Source: an optimization exercise on an open RTL-to-GDS flow (aim: small area and a short achievable clock period). Production flows keep margins and buffers that such runs may drop.
Only simulation tests tie the RTL to the original design; equivalence was not proved.
Power and IR drop assume default switching activity.

--- run.sh ---
#!/bin/bash
# synth_recipe.tcl (not shown) runs the flow's synth.tcl, then flattens the netlist and writes it again
# the make line also repeats each setting of config.mk as NAME=value (left out here)
make -C /OpenROAD-flow-scripts/flow DESIGN_CONFIG=/design/flow/config.mk WORK_HOME=/design/flow/orfs CLKGATE_MAP_FILE= SYNTH_SCRIPT=/design/flow/synth_recipe.tcl finish
--- config.mk ---
export PLATFORM = sky130hd
export DESIGN_NAME = fifo
export DESIGN_NICKNAME = fifo
export VERILOG_FILES = /design/flow/design.v
export SDC_FILE = /design/flow/constraint.sdc
export NUM_CORES = 4
export LEC_CHECK = 0
export CAP_MARGIN = 20
export CORE_MARGIN = 2
export CORE_UTILIZATION = 40
export SETUP_SLACK_MARGIN = 0.8
export SLEW_MARGIN = 20
--- constraint.sdc ---
create_clock -name core_clock -period 2.4 [get_ports {clk}]
set_input_delay 0.4800 -clock core_clock [delete_from_list [all_inputs] [get_ports {clk}]]
set_output_delay 0.4800 -clock core_clock [all_outputs]
set_load 0.01 [all_outputs]
--- design.v ---
module fifo(
    input         clk,         
    input         rst,         
    input  [7:0]  data_in,     
    input         w_en,        
    input         r_en,        
    output reg [7:0] data_out,  
    output        full,        
    output        empty        
);
    reg [5:0] w_ptr;    
    reg [5:0] r_ptr;    
    reg [7:0] fifo [31:0];
    always @(posedge clk) begin
        if (!rst) begin
            w_ptr <= 0;
        end 
        else begin
            if (w_en && !full) begin
                fifo[w_ptr[4:0]] <= data_in;  
                w_ptr <= w_ptr + 1;           
            end
        end
    end
    always @(posedge clk) begin
        if (!rst) begin
            r_ptr    <= 0;
            data_out <= 0;
        end 
        else begin
            if (r_en && !empty) begin
                data_out <= fifo[r_ptr[4:0]];  
                r_ptr    <= r_ptr + 1;         
            end
        end
    end
    assign empty = (w_ptr == r_ptr);
    assign full = ({~w_ptr[5], w_ptr[4:0]} == r_ptr);
endmodule
==> impl_metrics.json <==
{
  "cts_buffers": 29,
  "rsz0062_at_grt": "yes",
  "clockBufferDepth": 3,
  "ys.flop_type": "edfxtp_1",
  "n_fill_cell": 2134,
  "slowest_stage": "dfxtp_4",
  "fin_util_pct": 50.0,
  "path_delay_family": "simple AND/OR/NAND/NOR gates",
  "path_class": "reg -> out",
  "synth.distinct_cells": 40,
  "cts_tree": "built",
  "root_buffer": "clkbuf_16",
  "r2r_end": "data_out[4]",
  "yosysWarnings": 1,
  "endpoint_kind": "output pin",
  "num_rows": 60,
  "min_from": "data_out[0]",
  "io_buffer_count": 21,
  "synth_top_area_share_pct": 70.9,
  "die_x_um": 169,
  "avgSynthCellArea_um2": 19.2,
  "syn_to_final_growth_pct": 23.6,
  "globalRouteOverflowTotal": 0,
  "report.final.setup_viol": 0,
  "ant_nets": 0,
  "die-area_mm2": 0.0284,
  "vdd_drop_max_mv": 0.740,
  "ys_top_cells_by_area": "edfxtp_1 (71%), mux4_2 (9.6%), dfxtp_1 (3.7%)",
  "muxShareOfSynthArea_pct": 13.2,
  "syn_area_mm2": 0.0108,
  "pre_cts_ws_ns": 0.0751,
  "worst-path-stages": 5,
  "async_flop_share_pct": 0,
  "insertion_delay_ns": 0.54,
  "final_cell_area_mm2": 0.0134,
  "core_area_mm2": 0.0268,
  "path_max_fanout": 5,
  "post-route-drc-count": 0,
  "gp_congestion": 0.820,
  "fmax_ghz": 0.457,
  "worst_ep_arrival_time_ns": 1.71,
  "power_density_mw_per_mm2": 875,
  "synth_fa_ha_area_share_pct": 0.577,
  "multi_input_area_mm2": 0.00307,
  "power_mw": 11.7,
  "fin_crit_ns": 2.19,
  "hpwl_um": 16600,
  "via_count": 5654,
  "viasPerCell": 5.64,
  "cp_slowest_stage_delay_ns": 0.45,
  "cp_num_buf_inv": 1,
  "grt_max_degree": 33,
  "ys_ff_latch": 276,
  "worstRegToRegCells": 6,
  "grt_pass1_wl_um": 39300,
  "die_h_um": 169,
  "worst_r2r_startpoint": "r_ptr[0]",
  "drive_above_1_share_pct": 34.5,
  "synth_nets": 583,
  "first_pass_iters": 5,
  "leakagePower_nw": 4.21,
  "hold_depth": 1,
  "slew-limit-headroom_pct": 43.6,
  "top_layer_used": "met4",
  "layout_worst_path_cycle_share_pct": 91.2,
  "io_pins": 22,
  "post_dp_cell_area_mm2": 0.0120,
  "synth_edf_count": 256,
  "drt_wl_total_um": 26700,
  "rrSetupSlack_ns": 0.22,
  "hold_viol": 0,
  "holdPathEnd": "data_out[0]",
  "synth-simple-area-share_pct": 3.30,
  "antenna_found_initial": 0,
  "slew_violations": 0,
  "cts.clk_slew.worst_paths_ns": 0.07,
  "wl_met2_um": 13100,
  "min_path_type": "reg -> reg",
  "synthCells": 566,
  "synth_top_family_by_area": "multiplexers",
  "cp-start-kind": "flop",
  "maxCapViolCount": 0,
  "synth_compound_area_share_pct": 5.56,
  "initial_utilization_pct": 40.4,
  "wire_per_inst_um": 26.6,
  "synth_top_area_cell": "edfxtp_1",
  "wl_met3_um": 1390,
  "register_area_mm2": 0.00811,
  "synth-xor-area-share_pct": 0.889,
  "ctsHtreeMaxLevel": 1,
  "crit_chain": "xnor2_4 -> nand3_2 -> or2_4 -> nor2_4 -> buf_6",
  "met1Wirelength_um": 11300,
  "globalRouteTotalUtil_pct": 18.9,
  "layout.nets": 656,
  "fin_skew_ns": 0.00733,
  "cp.required_ns": 1.92,
  "status": "complete, no violations",
  "worst_pin_slew_ns": 0.846,
  "grt_pass1_vias": 5830,
  "drt-initial-drc-count": 373,
  "cts_sinks": 276,
  "seq_area_frac_synth_pct": 74.6,
  "fin_ws_ns": 0.210
}
## power by group
part	internal [mW]	total [mW]	switching, mW	leakage [nW]
Clock	2.88	4.78	1.91	0.489
Sequential	5.31	5.37	0.0656	2.47
Combinational	0.781	1.58	0.794	1.25
## cells in the final DEF (no fill, tap or decap), drive strengths merged, types with 3 or more instances in the layout
cell type / synthesis / final
clkbuf: 14 / 36
clkdlybuf4s50: 0 / 11
inv: 4 / 9
edfxtp: 256 / 256
ha: 5 / 5
clkinv: 0 / 8
o221ai: 8 / 8
mux4: 48 / 48
mux2i: 34 / 34
nand3b: 5 / 5
xor2: 4 / 4
a22o: 16 / 16
nand2: 5 / 5
a21oi: 21 / 21
buf: 18 / 54
or3: 4 / 4
nor2: 44 / 44
o21ai: 3 / 3
dfxtp: 20 / 20
clkinvlp: 0 / 3
bufinv: 0 / 6
nand3: 10 / 10
a22oi: 8 / 8
xnor2: 7 / 7
dlymetal6s2s: 0 / 4
o22ai: 9 / 9
a2111oi: 8 / 8
## flip-flops by register name, indices dropped and copies added (netlist names)
register and cells:
w_ptr 6, fifo 256, r_ptr 6, data_out 8
## cell type report
type,count,area share (%)
diodes,1,0.0187
clock inverters,22,2.14
multi-input cells,254,22.9
flip-flops and latches,276,60.5
inverters,4,0.112
clock buffers,31,5.47
repair buffers,74,5.72
well taps,341,3.18
## cell families (layout without fill, tap and decap cells)
family,count (synthesis),count (layout)
AO/OA/AOI/OAI,79,79
XOR/XNOR,11,11
adder cells (fa/ha/maj),5,5
buffers and inverters,36,131
flip-flops,276,276
multiplexers,82,82
other,0,1
AND/OR/NAND/NOR,77,77
## worst max-delay path by stage
stage	startpoint	to	slack, ns
6_report	r_ptr[0]	empty	0.21
5_1_grt	r_ptr[1]	data_out[2]	0.16
4_1_cts	r_ptr[0]	empty	0.20
3_5_place_dp	r_ptr[0]	data_out[3]	0.08
3_3_place_gp	r_ptr[1]	data_out[5]	-0.09
2_1_floorplan	r_ptr[0]	data_out[3]	0.58
## routing by layer
layer	track usage (%)	vias to the layer above
li1	-	2475
met1	25.6	2956
met2	31.0	175
met3	3.65	48
met4	6.63	0
met5	0	-
## synthesized netlist by cell type (2+ instances only)
cell type,instances
o22ai_1,9
clkbuf_1,14
mux4_2,46
mux2i_1,34
nand3_1,10
buf_4,3
o31ai_1,2
nor2_1,44
a22oi_1,8
buf_6,3
a21oi_1,21
o21ai_0,3
buf_2,9
inv_1,4
edfxtp_1,256
dfxtp_1,20
o221ai_1,8
ha_1,5
a2111oi_1,3
nand2_1,5
xnor2_1,7
xor2_1,4
nand3b_1,5
or3_1,4
buf_8,2
mux4_1,2
nor2b_1,2
o311ai_0,2
a2111oi_2,5
a22o_1,16
## per-stage QoR
step	instances	TNS (ns)	hold WS (ns)
final	1003	0	0.516
after floorplan	566	0	0.492
after detailed placement	938	0	0.517
after CTS	994	0	0.537
after global placement	938	-0.0854	0.516
after global routing	1002	0	0.518
## repair_timing
action,in CTS,in global routing
setup endpoints to repair,286,286
pin swaps,3,12
hold buffers,0,0
gates cloned,0,1
buffers inserted,3,7
resized for setup,33,46
## worst reg2reg max path, stage by stage (launching register included)
cell       delay [ns]
dfxtp_4          0.45
buf_12           0.19
mux4_2           0.56
a22o_1           0.23
a2111oi_4        0.34
a21oi_1          0.10
a22o_1           0.20

==> re-timing with driven ports <==
In the flow no input, the clock included, has a driving cell. The finished layout below was timed again as built, in two steps. Step 1: set_driving_cell puts a clkbuf_16 on clk and a buf_2 on each other input, an assumption about the parent block. Step 2, shift: input delay + t, output delay - t, t = (earliest + latest rising clock arrival at the registers) / 2. This alone moves slack from input paths to output paths. Slacks: ideal / step 1 / step 2; pairs: ideal / step 1.
t, ns: 0.583
setup slack, ns: 0.210 / 0.166 / -0.032
worst setup path at the end: input to register
slew at the worst register clock pin (ns): 0.07 / 0.07
Met with ideal ports but missed after step 2: setup timing in this run. For this run, drivers alone change the setup slack by -0.044 ns; drivers and shift together by -0.242 ns.
